Source: an optimization exercise on an open RTL-to-GDS flow (aim: small area, a short achievable clock period and few clock cycles). Production flows keep margins and buffers that such runs may drop.
Function was checked by simulation only, so behaviour that the tests miss may differ from the original.
No activity file was given, so power comes from the tool's default toggle rates.

==> design/flow/design.v <==
module sign_ext (d_in, d_out);
  input [15:0] d_in;
  output [31:0] d_out;
  assign d_out = {{16{d_in[15]}}, d_in};
endmodule
module shl2_32b (d_in, d_out);
  input [31:0] d_in;
  output [31:0] d_out;
  assign d_out = d_in << 2;
endmodule
module shl2_26b (d_in, d_out);
  input [25:0] d_in;
  output [27:0] d_out;
  assign d_out = {d_in,2'b00};
endmodule
module adder_32b (a , b, cin, cout, sum);
  input [31:0] a, b;
  input cin;
  output cout;
  output [31:0] sum;
  assign {cout, sum} = a + b + cin;
endmodule
module mux2to1_32b (i0, i1, sel, y);
  input [31:0] i0, i1;
  input sel;
  output [31:0] y;
  assign y = (sel==1'b1) ? i1 : i0;
endmodule
module mux2to1_5b (i0, i1, sel, y);
  input [4:0] i0, i1;
  input sel;
  output [4:0] y;
  assign y = (sel==1'b1) ? i1 : i0;
endmodule
module mux2to1_9b (i0, i1, sel, y);
  input [8:0] i0, i1;
  input sel;
  output [8:0] y;
  assign y = (sel==1'b1) ? i1 : i0;
endmodule
module mux4to1_32b (i0, i1, i2, i3, sel, y);
  input [31:0] i0, i1, i2, i3;
  input[1:0] sel;
  output [31:0] y;
  assign y = (sel==2'b00) ? i0:
         (sel==2'b01) ? i1:
         (sel==2'b10) ? i2:i3;
endmodule
module reg_32b (d_in, sclr, ld, clk, d_out);
  input [31:0] d_in;
  input sclr, ld, clk;
  output [31:0] d_out;
  reg [31:0] d_out;
  always @(posedge clk)
  begin
    if (sclr==1'b1)
      d_out <= 32'd0;
    else if (ld)
      d_out <= d_in;
    else
      d_out <= d_out;
  end
endmodule
module reg_64b (d_in, asclr, ld, clk, d_out);
  input [63:0] d_in;
  input asclr, ld, clk;
  output reg[63:0] d_out;
  always @(posedge clk)
  begin
    if (asclr==1'b1)
      d_out <= 64'd0;
    else if (ld)
      d_out <= d_in;
  end
endmodule
module reg_120b (d_in, sclr, ld, clk, d_out);
  input [119:0] d_in;
  input sclr, ld, clk;
  output reg[119:0] d_out;
  always @(posedge clk)
  begin
    if (sclr==1'b1)
      d_out <= 120'd0;
    else if (ld)
      d_out <= d_in;
  end
endmodule
module reg_74b (d_in, sclr, ld, clk, d_out);
  input [73:0] d_in;
  input sclr, ld, clk;
  output reg[73:0] d_out;
  always @(posedge clk)
  begin
    if (sclr==1'b1)
      d_out <= 74'd0;
    else if (ld)
      d_out <= d_in;
  end
endmodule
module reg_71b (d_in, sclr, ld, clk, d_out);
  input [70:0] d_in;
  input sclr, ld, clk;
  output reg[70:0] d_out;
  always @(posedge clk)
  begin
    if (sclr==1'b1)
      d_out <= 71'd0;
    else if (ld)
      d_out <= d_in;
  end
endmodule
module alu (a, b, ctrl, y, zero);
  input [31:0] a, b;
  input [2:0] ctrl;
  output [31:0] y;
  output zero;
  assign y =  (ctrl == 3'b000) ? (a & b) :
              (ctrl == 3'b001) ? (a | b) : 
              (ctrl == 3'b010) ? (a + b) :
              (ctrl == 3'b110) ? (a - b) : (($signed(a)<$signed(b)) ? 32'd1: 32'd0);
  assign zero = (y == 32'd0) ? 1'b1 : 1'b0;
endmodule
module alu_controller (alu_op, func, operation);
  input [1:0] alu_op;
  input [5:0] func;
  output [2:0] operation;
  reg [2:0] operation;
  always @(*)
  begin
    operation = 3'b000;
    if (alu_op == 2'b00)         
      operation = 3'b010;
    else if (alu_op == 2'b01)    
      operation = 3'b110;
    else if (alu_op == 2'b11)    
      operation = 3'b111;
    else
      begin
        case (func)
          6'b100000: operation = 3'b010;   
          6'b100011: operation = 3'b110;   
          6'b100100: operation = 3'b000;   
          6'b100101: operation = 3'b001;   
          6'b101010: operation = 3'b111;   
          default:   operation = 3'b000;
        endcase
      end
  end
endmodule
module reg_file (wr_data, rd_reg1, rd_reg2, wr_reg, reg_write, rst, clk, rd_data1, rd_data2);
  input [31:0] wr_data;
  input [4:0] rd_reg1, rd_reg2, wr_reg;
  input reg_write, rst, clk;
  output [31:0] rd_data1, rd_data2;
  reg [31:0] register_file [1:31];
  integer i;
  always @(posedge clk)begin
    if (rst == 1'b1)
      for (i=1; i<32 ; i=i+1 )
        register_file[i] <= 32'd0;
    else if (reg_write == 1'b1 && wr_reg != 5'd0)
      register_file[wr_reg] <= wr_data;
  end
  assign rd_data1 = (rd_reg1 == 5'd0) ? 32'd0 :
                    (reg_write == 1'b1 && wr_reg == rd_reg1) ? wr_data : register_file[rd_reg1];
  assign rd_data2 = (rd_reg2 == 5'd0) ? 32'd0 :
                    (reg_write == 1'b1 && wr_reg == rd_reg2) ? wr_data : register_file[rd_reg2];
endmodule
module forwarding_unit (ID_EX_rs, ID_EX_rt, EX_MEM_rd, MEM_WB_rd, EX_MEM_reg_write, MEM_WB_reg_write, forward1, forward2);
  input[4:0] ID_EX_rs, ID_EX_rt, EX_MEM_rd, MEM_WB_rd;
  input EX_MEM_reg_write, MEM_WB_reg_write;
  output reg[1:0] forward1, forward2;
  always @(*)
  begin
    forward1 = 2'b0;
    if( EX_MEM_reg_write == 1'b1 && EX_MEM_rd == ID_EX_rs && EX_MEM_rd != 5'b0)
      forward1 = 2'b01;
    else if( MEM_WB_reg_write == 1'b1 && MEM_WB_rd == ID_EX_rs && MEM_WB_rd != 5'b0)
      forward1 = 2'b10;
  end
  always @(*)
  begin
    forward2 = 2'b0;
    if( EX_MEM_reg_write == 1'b1 && EX_MEM_rd == ID_EX_rt && EX_MEM_rd != 5'b0)
      forward2 = 2'b01;
    else if( MEM_WB_reg_write == 1'b1 && MEM_WB_rd == ID_EX_rt && MEM_WB_rd != 5'b0)
      forward2 = 2'b10;
  end
endmodule
module new_forwarding_unit (IF_ID_rs, IF_ID_rt, ID_EX_reg_write, ID_EX_rd, EX_MEM_rd, EX_MEM_reg_write, MEM_WB_rd, MEM_WB_reg_write, forward3, forward4);
  input[4:0] IF_ID_rs, IF_ID_rt, ID_EX_rd, EX_MEM_rd, MEM_WB_rd;
  input ID_EX_reg_write, EX_MEM_reg_write, MEM_WB_reg_write;
  output reg[1:0] forward3, forward4;
  always @(*)
  begin
    forward3 = 2'b0;
    if(ID_EX_reg_write == 1'b1 && IF_ID_rs == ID_EX_rd && ID_EX_rd != 5'b0)
      forward3 = 2'b01;
    else if(EX_MEM_reg_write == 1'b1 && IF_ID_rs == EX_MEM_rd && EX_MEM_rd != 5'b0)
      forward3 = 2'b10;
    else if(MEM_WB_reg_write == 1'b1 && IF_ID_rs == MEM_WB_rd && MEM_WB_rd != 5'b0)
      forward3 = 2'b11;
  end
  always @(*)
  begin
    forward4 = 2'b0;
    if(ID_EX_reg_write == 1'b1 && IF_ID_rt == ID_EX_rd && ID_EX_rd != 5'b0)
      forward4 = 2'b01;
    else if(EX_MEM_reg_write == 1'b1 && IF_ID_rt == EX_MEM_rd && EX_MEM_rd != 5'b0)
      forward4 = 2'b10;
    else if(MEM_WB_reg_write == 1'b1 && IF_ID_rt == MEM_WB_rd && MEM_WB_rd != 5'b0)
      forward4 = 2'b11;
  end
endmodule
module hazard_unit (ID_EX_rt, IF_ID_rs, IF_ID_rt, ID_EX_memread, pc_en, IF_ID_en, c_or_nop);
  input[4:0] ID_EX_rt, IF_ID_rs, IF_ID_rt;
  input ID_EX_memread;
  output reg pc_en, IF_ID_en, c_or_nop;
  always @(*)
  begin
    {pc_en, IF_ID_en, c_or_nop} = 3'b110;
    if(ID_EX_memread == 1 && (ID_EX_rt == IF_ID_rs || ID_EX_rt == IF_ID_rt))
      begin
        pc_en = 1'b0;
        IF_ID_en = 1'b0;
        c_or_nop = 1'b1;
      end
  end
endmodule
module new_hazard_unit(opcode, ID_EX_rd, EX_MEM_rd, IF_ID_rs, IF_ID_rt, ID_EX_memread, EX_MEM_memread, h1_pce, IF_ID_en, ID_flush, apply);
 input[4:0] ID_EX_rd, EX_MEM_rd, IF_ID_rs, IF_ID_rt;
 input[5:0] opcode;
 input ID_EX_memread, EX_MEM_memread;
 output reg h1_pce, IF_ID_en, ID_flush, apply;
  always@(*)
  begin
    {h1_pce, IF_ID_en, ID_flush, apply} = 4'b1101;
    if(opcode == 6'b000100 || opcode == 6'b000110)begin
     if(ID_EX_memread == 1 && (IF_ID_rs == ID_EX_rd || IF_ID_rt == ID_EX_rd) && ID_EX_rd != 5'b0)
        begin
          h1_pce = 1'b0;
          IF_ID_en = 1'b0;
          ID_flush = 1'b1;
          apply = 1'b0;
        end
      else if(EX_MEM_memread == 1 && (IF_ID_rs == EX_MEM_rd || IF_ID_rt == EX_MEM_rd) && EX_MEM_rd != 5'b0)
        begin
          h1_pce = 1'b0;
          IF_ID_en = 1'b0;
          ID_flush = 1'b1;
          apply = 1'b0;
        end
    end
  end
endmodule
module controller (pc_en,c_or_nop, IF_ID_en, IF_flush, ID_flush, pc_src, forwarda, forwardb, forwardc, forwardd, jump,
                      control_signals, are_equal, zero, ID_EX_memread, EX_MEM_memread, ID_EX_reg_write, EX_MEM_reg_write, MEM_WB_reg_write,
                      ID_EX_rs, ID_EX_rt, ID_EX_rd, IF_ID_rs, IF_ID_rt, EX_MEM_rd, MEM_WB_rd,
                      opcode, func);
    output pc_en, c_or_nop, IF_ID_en, ID_flush;
    output reg IF_flush, pc_src;
    output reg [1:0] jump;
    output[1:0] forwarda, forwardb, forwardc, forwardd;
    output [8:0] control_signals;
    input are_equal, zero, ID_EX_memread, EX_MEM_memread, ID_EX_reg_write, EX_MEM_reg_write, MEM_WB_reg_write;
    input[4:0] ID_EX_rs, ID_EX_rt, ID_EX_rd, IF_ID_rs, IF_ID_rt, EX_MEM_rd, MEM_WB_rd;
    input [5:0] opcode;
    input [5:0] func;
    reg reg_write, reg_dst, mem_read, mem_write, alu_src_b, ID_flush_taken, mem_to_reg;        
    reg [1:0] alu_op;
    wire h1_pce, h2_pce, h1_ie, h2_ie, ID_flush_stall, apply;        
    wire [2:0] operation;
assign control_signals = {mem_to_reg, reg_write, mem_write, mem_read, alu_src_b, operation, reg_dst}; 
    assign pc_en = h1_pce & h2_pce;
    assign IF_ID_en = h1_ie & h2_ie;
    assign ID_flush = ID_flush_stall | ID_flush_taken;
    alu_controller ALU_CTRL(
                           .alu_op(alu_op), 
                           .func(func), 	
			   .operation(operation)	
                           );
    forwarding_unit EX_FU(
			   .ID_EX_rs(ID_EX_rs), 
                           .ID_EX_rt(ID_EX_rt), 
                           .EX_MEM_rd(EX_MEM_rd), 
                           .MEM_WB_rd(MEM_WB_rd), 
                           .EX_MEM_reg_write(EX_MEM_reg_write), 
                           .MEM_WB_reg_write(MEM_WB_reg_write), 
                           .forward1(forwarda), 
                           .forward2(forwardb)
                          );
    hazard_unit MEMORY_HU(
                           .ID_EX_rt(ID_EX_rt), 
                           .IF_ID_rs(IF_ID_rs), 
                           .IF_ID_rt(IF_ID_rt), 
                           .ID_EX_memread(ID_EX_memread), 
                           .pc_en(h1_pce),
                           .IF_ID_en(h1_ie),
                           .c_or_nop(c_or_nop)
                          );
   new_forwarding_unit ID_FU(
                           .IF_ID_rs(IF_ID_rs), 
                           .IF_ID_rt(IF_ID_rt), 
                           .ID_EX_reg_write(ID_EX_reg_write), 
                           .ID_EX_rd(ID_EX_rd), 
                           .EX_MEM_rd(EX_MEM_rd), 
                           .EX_MEM_reg_write(EX_MEM_reg_write), 
                           .MEM_WB_rd(MEM_WB_rd), 
                           .MEM_WB_reg_write(MEM_WB_reg_write), 
                           .forward3(forwardc), 
                           .forward4(forwardd)
                           );
    new_hazard_unit BRANCH_HU(
                           .opcode(opcode),
                           .ID_EX_rd(ID_EX_rd), 
                           .EX_MEM_rd(EX_MEM_rd), 
                           .IF_ID_rs(IF_ID_rs), 
                           .IF_ID_rt(IF_ID_rt), 
                           .ID_EX_memread(ID_EX_memread), 
                           .EX_MEM_memread(EX_MEM_memread), 
                           .h1_pce(h2_pce), 
                           .IF_ID_en(h2_ie), 
                           .ID_flush(ID_flush_stall), 
                           .apply(apply)
                           );
    always @(*)
    begin
      {IF_flush, ID_flush_taken, mem_to_reg, reg_write, mem_write, mem_read, alu_src_b, reg_dst, alu_op, pc_src, jump} = 13'd0;
      case (opcode)
        6'b000000 : {mem_to_reg, reg_dst, reg_write, alu_op} = 5'b11110;   
        6'b100011 : {alu_src_b, reg_write, mem_read} = 3'b111; 
        6'b101011 : {mem_to_reg, alu_src_b, mem_write} = 3'b111;                                 
        6'b000100 : {pc_src, IF_flush, ID_flush_taken} = (are_equal & apply == 1'b1) ? 3'b111 : 1'b000; 
        6'b001001: {mem_to_reg, reg_write, alu_src_b} = 3'b111; 
        6'b001010: {mem_to_reg, reg_write, alu_src_b, alu_op} = 5'b11111;
        6'b000010: {pc_src, jump, ID_flush_taken, IF_flush} = 5'b10111;    
        6'b000110: {pc_src, jump, ID_flush_taken, IF_flush} = 5'b11011;
      endcase
      if (pc_en == 1'b0)
        {pc_src, IF_flush, ID_flush_taken} = 3'b000; 
    end
endmodule
module datapath ( clk, rst, control_signals, pc_en, c_or_nop, IF_ID_en, IF_flush, ID_flush, pc_src,
                  jump, ID_EX_memread, EX_MEM_memread, ID_EX_rd, IF_ID_rs, IF_ID_rt, ID_EX_rs,
                  ID_EX_rt, EX_MEM_rd,ID_EX_reg_write, EX_MEM_reg_write, MEM_WB_reg_write,MEM_WB_rd,
                  forwarda, forwardb, forwardc, forwardd, mem_read, mem_write, are_equal, zero, inst_adr, data_adr,
                  data_out, inst, data_in, opcode, func);
  input clk, rst;
  input pc_en, c_or_nop, IF_ID_en, IF_flush, ID_flush, pc_src;
  input[1:0] jump, forwarda, forwardb, forwardc, forwardd;
  input[8:0] control_signals;
  input[31:0] inst, data_in;
  output are_equal, zero, ID_EX_memread, EX_MEM_memread, ID_EX_reg_write, EX_MEM_reg_write, MEM_WB_reg_write, mem_read, mem_write;
  output[5:0] opcode, func;
  output[4:0] ID_EX_rs, ID_EX_rt, ID_EX_rd, IF_ID_rs, IF_ID_rt, EX_MEM_rd, MEM_WB_rd;
  output[31:0] inst_adr, data_adr, data_out;
  wire[31:0] mux1_out;
  wire[31:0] mux2_out;
  wire[8:0] mux3_out;
  wire[31:0] mux4_out;
  wire[31:0] mux5_out;
  wire[31:0] mux5_0_out;
  wire[4:0]  mux6_out;
  wire[31:0] mux7_out;
  wire[31:0] mux8_out;
  wire[31:0] mux9_out;
  wire[63:0] IF_ID_out; 
  wire[119:0] ID_EX_out;
  wire[73:0] EX_MEM_out;
  wire[70:0] MEM_WB_out;
  wire[31:0] pc_out;
  wire[31:0] read_data1, read_data2;
  wire[31:0] adder1_out, adder2_out, alu_out;
  wire[31:0] sgn_ext_out;
  wire[31:0] shl2_32_out;
  wire[27:0] shl2_26_out;
  wire cout;
      reg_32b PC(
                 .d_in(mux1_out), 
                 .sclr(rst), 
                 .ld(pc_en), 
                 .clk(clk), 
                 .d_out(pc_out)
                );
     adder_32b ADDER_1(
                 .a(pc_out),
                 .b(32'd4),
                 .cin(1'b0),
                 .cout(cout),
                 .sum(adder1_out)
                      );
    reg_64b IF_ID_reg(
                 .d_in({adder1_out, inst}), 
                 .asclr((rst | IF_flush)), 
                 .ld(IF_ID_en), 
                 .clk(clk), 
                 .d_out(IF_ID_out)
);
   mux2to1_32b MUX1(
                 .i0(adder1_out), 
                 .i1(mux2_out), 
                 .sel(pc_src), 
                 .y(mux1_out)
                   );
  mux4to1_32b MUX2(
                 .i0(adder2_out),
                 .i1({IF_ID_out[63:60],shl2_26_out}),
                 .i2(mux8_out),
                 .i3(32'd0),
                 .sel(jump),
                 .y(mux2_out)
                   );
  reg_file  RF(
                 .wr_data(mux7_out),
                 .rd_reg1(IF_ID_out[25:21]),
                 .rd_reg2(IF_ID_out[20:16]),
                 .wr_reg(MEM_WB_out[4:0]),
                 .reg_write(MEM_WB_out[69]),
                 .rst(rst),
                 .clk(clk),
                 .rd_data1(read_data1),
                 .rd_data2(read_data2)
                  );
  sign_ext SGN_EXT(
                 .d_in(IF_ID_out[15:0]),
                 .d_out(sgn_ext_out)
);
  shl2_32b SHL2_32(
                 .d_in(sgn_ext_out),
                 .d_out(shl2_32_out)
);
  shl2_26b SHL2_26(
                 .d_in(IF_ID_out[25:0]),
                 .d_out(shl2_26_out)
);
  adder_32b ADDER_2(
                 .a(IF_ID_out[63:32]),
                 .b(shl2_32_out),
                 .cin(1'b0),
                 .cout(),
                 .sum(adder2_out)
                  );
  mux2to1_9b MUX3(.i0(control_signals),.i1(9'b0),.sel(c_or_nop),.y(mux3_out)
);
  mux4to1_32b MUX8(
                 .i0(read_data1),
                 .i1(alu_out),
                 .i2(EX_MEM_out[68:37]),
                 .i3(mux7_out),
                 .sel(forwardc),
                 .y(mux8_out)
);
  mux4to1_32b MUX9(
                .i0(read_data2),
                .i1(alu_out),
                .i2(EX_MEM_out[68:37]),
                .i3(mux7_out),
                .sel(forwardd),
                .y(mux9_out));
  reg_120b ID_EX_reg(
               .d_in({mux3_out,sgn_ext_out,read_data1,read_data2,IF_ID_out[25:11]}),
               .sclr((rst | ID_flush)),
               .ld(1'b1),
               .clk(clk),
               .d_out(ID_EX_out)
);
  mux4to1_32b MUX4(
               .i0(ID_EX_out[78:47]),
               .i1(EX_MEM_out[68:37]),
               .i2(mux7_out),
               .i3(32'd0),
               .sel(forwarda),
               .y(mux4_out)
);
  mux4to1_32b MUX5(
               .i0(ID_EX_out[46:15]),
               .i1(EX_MEM_out[68:37]),
               .i2(mux7_out),
               .i3(32'd0),
               .sel(forwardb),
               .y(mux5_out)
);
  mux2to1_32b MUX5_0(
               .i0(mux5_out),
               .i1(ID_EX_out[110:79]),
               .sel(ID_EX_out[115]),
               .y(mux5_0_out)
);
  alu ALU(
               .a(mux4_out),
               .b(mux5_0_out),
               .ctrl(ID_EX_out[114:112]),
               .y(alu_out),
               .zero(zero)
);
  mux2to1_5b MUX6(
               .i0(ID_EX_out[9:5]),
               .i1(ID_EX_out[4:0]),
               .sel(ID_EX_out[111]),
               .y(mux6_out)
);
  reg_74b EX_MEM_reg(
               .d_in({ID_EX_out[119:116],zero,alu_out,mux5_out,mux6_out}),
               .sclr(rst),
               .ld(1'b1),
               .clk(clk),
               .d_out(EX_MEM_out)
);
  reg_71b MEM_WB_reg(
               .d_in({EX_MEM_out[73:72], data_in, EX_MEM_out[68:37], EX_MEM_out[4:0]}),
               .sclr(rst),
               .ld(1'b1),
               .clk(clk),
               .d_out(MEM_WB_out)
);
  mux2to1_32b MUX7(
              .i0(MEM_WB_out[68:37]),
              .i1(MEM_WB_out[36:5]),
              .sel(MEM_WB_out[70]),
              .y(mux7_out)
);
  assign ID_EX_reg_write = ID_EX_out[118];
  assign EX_MEM_memread = EX_MEM_out[70];
  assign MEM_WB_reg_write = MEM_WB_out[69];
  assign MEM_WB_rd = MEM_WB_out[4:0]; 
  assign mem_read = EX_MEM_out[70];
  assign mem_write = EX_MEM_out[71];
  assign opcode = IF_ID_out[31:26];
  assign func = IF_ID_out[5:0];
  assign IF_ID_rs = IF_ID_out[25:21];
  assign IF_ID_rt = IF_ID_out[20:16];
  assign EX_MEM_rd = EX_MEM_out[4:0];
  assign EX_MEM_reg_write = EX_MEM_out[72];
  assign inst_adr = pc_out;
  assign data_adr = EX_MEM_out[68:37];
  assign data_out = EX_MEM_out[36:5];
  assign are_equal = (mux8_out == mux9_out) ? 1'b1 : 1'b0;
  assign ID_EX_memread = ID_EX_out[116];
  assign ID_EX_rs = ID_EX_out[14:10];
  assign ID_EX_rt = ID_EX_out[9:5];
  assign ID_EX_rd = mux6_out;
endmodule
module mips_pipeline (rst, clk, inst_adr, inst, data_adr, data_in, data_out, mem_read, mem_write);
  input rst, clk;
  output [31:0] inst_adr;
  input  [31:0] inst;
  output [31:0] data_adr;
  input  [31:0] data_in;
  output [31:0] data_out;
  output mem_read, mem_write;
  wire pc_en, c_or_nop, IF_ID_en, IF_flush, ID_flush, pc_src, ID_EX_memread, EX_MEM_memread, ID_EX_reg_write, EX_MEM_reg_write, MEM_WB_reg_write,
         are_equal, zero;
  wire[1:0] jump, forwarda, forwardb, forwardc, forwardd;
  wire[4:0] ID_EX_rd, IF_ID_rs, IF_ID_rt, ID_EX_rs, ID_EX_rt, EX_MEM_rd, MEM_WB_rd;
  wire[5:0] opcode, func;
  wire[8:0] control_signals; 
  wire [2:0] alu_ctrl;
  datapath DP(  clk, rst, control_signals, pc_en, c_or_nop, IF_ID_en, IF_flush, ID_flush, pc_src,
                  jump, ID_EX_memread, EX_MEM_memread, ID_EX_rd, IF_ID_rs, IF_ID_rt, ID_EX_rs,
                  ID_EX_rt, EX_MEM_rd,ID_EX_reg_write, EX_MEM_reg_write, MEM_WB_reg_write,MEM_WB_rd,
                  forwarda, forwardb, forwardc, forwardd, mem_read, mem_write, are_equal, zero, inst_adr, data_adr,
                   data_out, inst, data_in, opcode, func
            );
  controller CU(  pc_en, c_or_nop, IF_ID_en, IF_flush, ID_flush, pc_src, forwarda, forwardb, forwardc, forwardd, jump,
                      control_signals, are_equal, zero, ID_EX_memread, EX_MEM_memread, ID_EX_reg_write, EX_MEM_reg_write, MEM_WB_reg_write,
                      ID_EX_rs, ID_EX_rt, ID_EX_rd, IF_ID_rs, IF_ID_rt, EX_MEM_rd, MEM_WB_rd,
                      opcode, func 
                );
endmodule
==> design/flow/run.sh <==
#!/bin/bash
# synth_recipe.tcl (not shown) runs the flow's synth.tcl, then flattens the netlist and writes it again
# the make line also repeats each setting of config.mk as NAME=value (left out here)
make -C /OpenROAD-flow-scripts/flow DESIGN_CONFIG=/design/flow/config.mk WORK_HOME=/design/flow/orfs CLKGATE_MAP_FILE= SYNTH_SCRIPT=/design/flow/synth_recipe.tcl finish
==> design/flow/config.mk <==
export PLATFORM = sky130hd
export DESIGN_NAME = mips_pipeline
export DESIGN_NICKNAME = mips_pipeline
export VERILOG_FILES = /design/flow/design.v
export SDC_FILE = /design/flow/constraint.sdc
export NUM_CORES = 4
export LEC_CHECK = 0
export CAP_MARGIN = 20
export CORE_MARGIN = 2
export CORE_UTILIZATION = 40
export PLACE_DENSITY = 0.6
export SLEW_MARGIN = 20
==> design/flow/constraint.sdc <==
create_clock -name core_clock -period 10.0 [get_ports {clk}]
set_input_delay 2.0000 -clock core_clock [delete_from_list [all_inputs] [get_ports {clk}]]
set_output_delay 2.0000 -clock core_clock [all_outputs]
set_load 0.01 [all_outputs]
==> qor.yml <==
pwr_density_cell_nw_per_um2: 172.6
syn-instance-count: 6896
ant_nets: 0
crit_path_max_incr_delay_ps: 1040
fmax_mhz: 110.0
die_y_um: 442.1
cts.clk_slew.worst_paths_ps: 60
finalMaxSlewViolations: 0
holdPathEnd: "DP.MEM_WB_reg.d_out[70]$_SDFF_PP0_"
synth.ff_latch_count: 1373
maxCapViolCount: 0
cts_buffers: 154
start_util: 0.4033
rows: 160
worstHoldStart: "DP.EX_MEM_reg.d_out[73]$_SDFF_PP0_"
io_pins: 164
ir_drop_v: 0.0001936
crit_start: "DP.MEM_WB_reg.d_out[4]$_SDFF_PP0_"
routed_via_density: 6.444
cts_hold_buf: 0
fin_cells: 9427
holdPathStages: 1
rrSetupSlack_ps: 910
syn_area_um2: 76780
syn_area_per_cell_um2: 11.13
fin_ws_ps: 911.7
finClkSkew_ps: 58.38
cts-resized-gates: 0
ys_async_sr_fraction: 0
cp.required_ps: 10760
ys_warn_count: 12
grtUsageTotal: 0.3080
leakagePower_nw: 30.17
worstMarginPinSlew_ps: 1256
insertion_delay_ps: 850
cp.arrival_ps: 9850
min_period_ps: 9088
routed_wl_um: 308200
critPathLaunchType: "flip-flop"
postCtsSetupBuffers: 0
grt_antenna_before_repair: 10
finalCritPeriodShare: 0.9088
drive_gt1_frac: 0.1666
cts_root_buf: "clkbuf_16"
grt_pass1_wl_um: 434900
synth_edf_count: 1024
multi_input_area_um2: 36090
fin_tns_setup_ps: 0
netlist-cell-type-count: 101
dr.first_iter.drc_count: 9631
setup_violations: 0
seq_area_um2: 37770
drcViolationCount: 0
reg2reg_from: "DP.MEM_WB_reg.d_out[4]$_SDFF_PP0_"
final_cell_area_um2: 86230
cp_max_fo: 42
syn_to_final_growth_pct: 12.30
grt_max_degree: 93
dieArea_um2: 195500
synth.yosys.seq_area_share: 0.4915
nNetsFinal: 6981
place_congestion: 0.9652
clk_path_buf_depth: 3
hp-class: "flip-flop to flip-flop"
worst_hold_slack_ps: 436.2
clock-sinks: 1373
fill_cells: 17290
die_w_um: 442.1
overflow: 0
hpwl_um: 204600
worstSetupPathType: "flip-flop to flip-flop"
outcome: "finished clean"
firstDrtPassIters: 9
hold_viol_final: 0
dpl_worst_slack_ps: 1320
dpl_cell_area_um2: 81170
slew_headroom: 0.1547
vias: 60750
reg2regPathDepth: 24
dp_cells: 9140
grt_setup_unrepaired: "false"
core_um2: 190400
cts.htree.levels: 4
cts_tree: "yes"
synth_ff_type: "edfxtp_1"
cpMaxStageDelayCell: "nor4_1"
wl_per_cell_um: 32.69
path_cells: "nor3_1 > nand2_1 > nand2_1 > nor4_1 > nand3_2 > a21oi_1 > o21ai_0 > ha_1 > nor2_1 > a2111oi_0 > o221a_2 > a21bo_2 > a211oi_1 > nor2_1 > mux2i_1 > a21oi_1 > nor4_1 > a21oi_1 > nand4_2 > nor2_4 > nor2_1 > buf_4 > nand4b_1 > a41oi_1"
r2r_end: "DP.PC.d_out[13]$_SDFFE_PP0P_"
grt_pass1_vias: 58810
portBuffers: 163
end_kind: "flip-flop"
[how the worst max path moves through the flow]
| stage | endpoint | slack (ps) | cells past startpoint |
|---|---|---|---|
| 4_1_cts | DP.PC.d_out[14]$_SDFFE_PP0P_ | 1290 | 25 |
| 2_1_floorplan | DP.PC.d_out[14]$_SDFFE_PP0P_ | 3300 | 27 |
| 3_5_place_dp | DP.PC.d_out[13]$_SDFFE_PP0P_ | 1320 | 26 |
| 6_report | DP.PC.d_out[13]$_SDFFE_PP0P_ | 910 | 24 |
| 3_3_place_gp | DP.PC.d_out[13]$_SDFFE_PP0P_ | 1330 | 25 |
| 5_1_grt | DP.PC.d_out[26]$_SDFFE_PP0P_ | 560 | 25 |
[layout make-up]
| class | instances | area share |
|---|---|---|
| clock inverters | 87 | 0.01078 |
| well taps | 2511 | 0.03643 |
| clock buffers | 198 | 0.04772 |
| flip-flops and latches | 1373 | 0.4380 |
| diodes | 1 | 0.00002902 |
| multi-input cells | 4683 | 0.4185 |
| inverters | 187 | 0.008154 |
| repair buffers | 387 | 0.04042 |
[synthesized netlist by cell type, drive strengths merged (16+ instances only)]
cell / instances / area, µm²
a211oi: 112 / 845.8
a22o: 31 / 271.5
nand4: 33 / 219.0
ha: 126 / 1577
xnor2: 82 / 718.2
mux2i: 165 / 1652
a211o: 16 / 140.1
nor3: 76 / 385.4
a21oi: 255 / 1276
o22ai: 72 / 476.7
a21o: 29 / 217.7
or2: 23 / 143.9
mux4: 511 / 11510
a221o: 25 / 250.2
xor2: 60 / 525.5
o211ai: 34 / 265.3
nor4: 38 / 237.7
nand3: 97 / 485.5
or3: 28 / 175.2
and3: 33 / 206.5
and2: 62 / 387.9
nor2: 1364 / 5132
o21ai: 252 / 1272
a22oi: 131 / 988.5
mux2: 21 / 236.5
o21a: 23 / 172.7
dfxtp: 349 / 6987
a221oi: 50 / 437.9
o21bai: 17 / 127.6
a31oi: 37 / 231.5
nand2b: 45 / 289.0
o31ai: 17 / 127.6
nand2: 465 / 1745
inv: 184 / 690.7
buf: 241 / 1373
clkbuf: 443 / 1663
edfxtp: 1024 / 30750
nor3b: 16 / 120.1
nor2b: 125 / 782.0
[report_power, final]
group	total (mW)	internal, mW	leakage [nW]	switching, mW
logic	2.59	0.923	14.3	1.67
clock network	5.74	3.21	2.45	2.53
registers	6.56	6.34	13.5	0.221
total	14.9	10.5	30.2	4.42
[cell usage in the layout (no fill, tap or decap), types with 118 or more instances in the layout]
cell	count
mux4_2	511
nor2b_1	118
clkdlybuf4s50_1	162
dfxtp_1	340
inv_1	182
a22oi_1	130
buf_4	211
clkbuf_16	156
nand2_1	416
o21ai_0	243
mux2i_1	133
edfxtp_1	1024
ha_1	126
a21oi_1	255
nor2_1	1356
[worst max-delay path: cells and delay by family, from the launching register on]
kind,cells,cell delay [ps]
buf+inv,1,320
mux,1,340
fa+ha+maj,1,610
flops,1,600
simple gates,12,4160
compound gates,9,2930
[kinds of logic after synthesis]
kind of cell / count (synthesis) / synth area share
AO/OA/AOI/OAI: 1228 / 0.1079
AND/OR/NAND/NOR: 2455 / 0.1399
buffers and inverters: 871 / 0.04867
other: 1 / 0.00004884
multiplexers: 697 / 0.1745
XOR/XNOR: 142 / 0.01620
adder cells (fa/ha/maj): 129 / 0.02131
flip-flops: 1373 / 0.4915
[registers in the layout, indices dropped and copies added, names as in the netlist, named ones only]
register / cells
DP.MEM_WB_reg.d_out: 71
DP.EX_MEM_reg.d_out: 73
DP.ID_EX_reg.d_out: 99
DP.PC.d_out: 32
DP.IF_ID_reg.d_out: 64
DP.RF.register_file: 1024
[metal layers]
layer,wire [µm],up-vias,global-route usage,share of wire
met5,21,-,0,0.000068
met3,36690,861,0.07684,0.12
met4,19470,2,0.1668,0.063
met2,140000,4334,0.4820,0.45
li1,-,25180,-,-
met1,111900,30370,0.3928,0.36
[through the flow]
stage	power, mW	util
final	14.89	0.4529
after global placement	9.162	0.4260
after detailed placement	9.173	0.4264
after global routing	15.25	0.4529
after CTS	14.82	0.4529
after floorplan	8.139	-
Testbench counts, summed over its fixed seeds: cycles 56,775.

[what the ideal ports hide]
How much do the figures lean on ideal ports? The routed layout below was timed once more, with nothing changed but the port constraints. Step 1, drivers: a clkbuf_16 drives clk and a buf_2 each remaining input, both assumed. Step 2 moves the port delays by t, midway between the first and last clock arrival at a register: inputs arrive t later, outputs are due t later. That takes back most of the time a late clock gives input paths. Three values: no drivers, after step 1, after step 2; two values: the first two.
t, ns: 0.913
setup slack, ns: 0.912 / 0.912 / 0.912
pins driven straight from the clock port: 1
After both steps setup and hold are still met in this run. For this run, drivers alone change the setup slack by 0.000 ns; drivers and shift together by 0.000 ns.
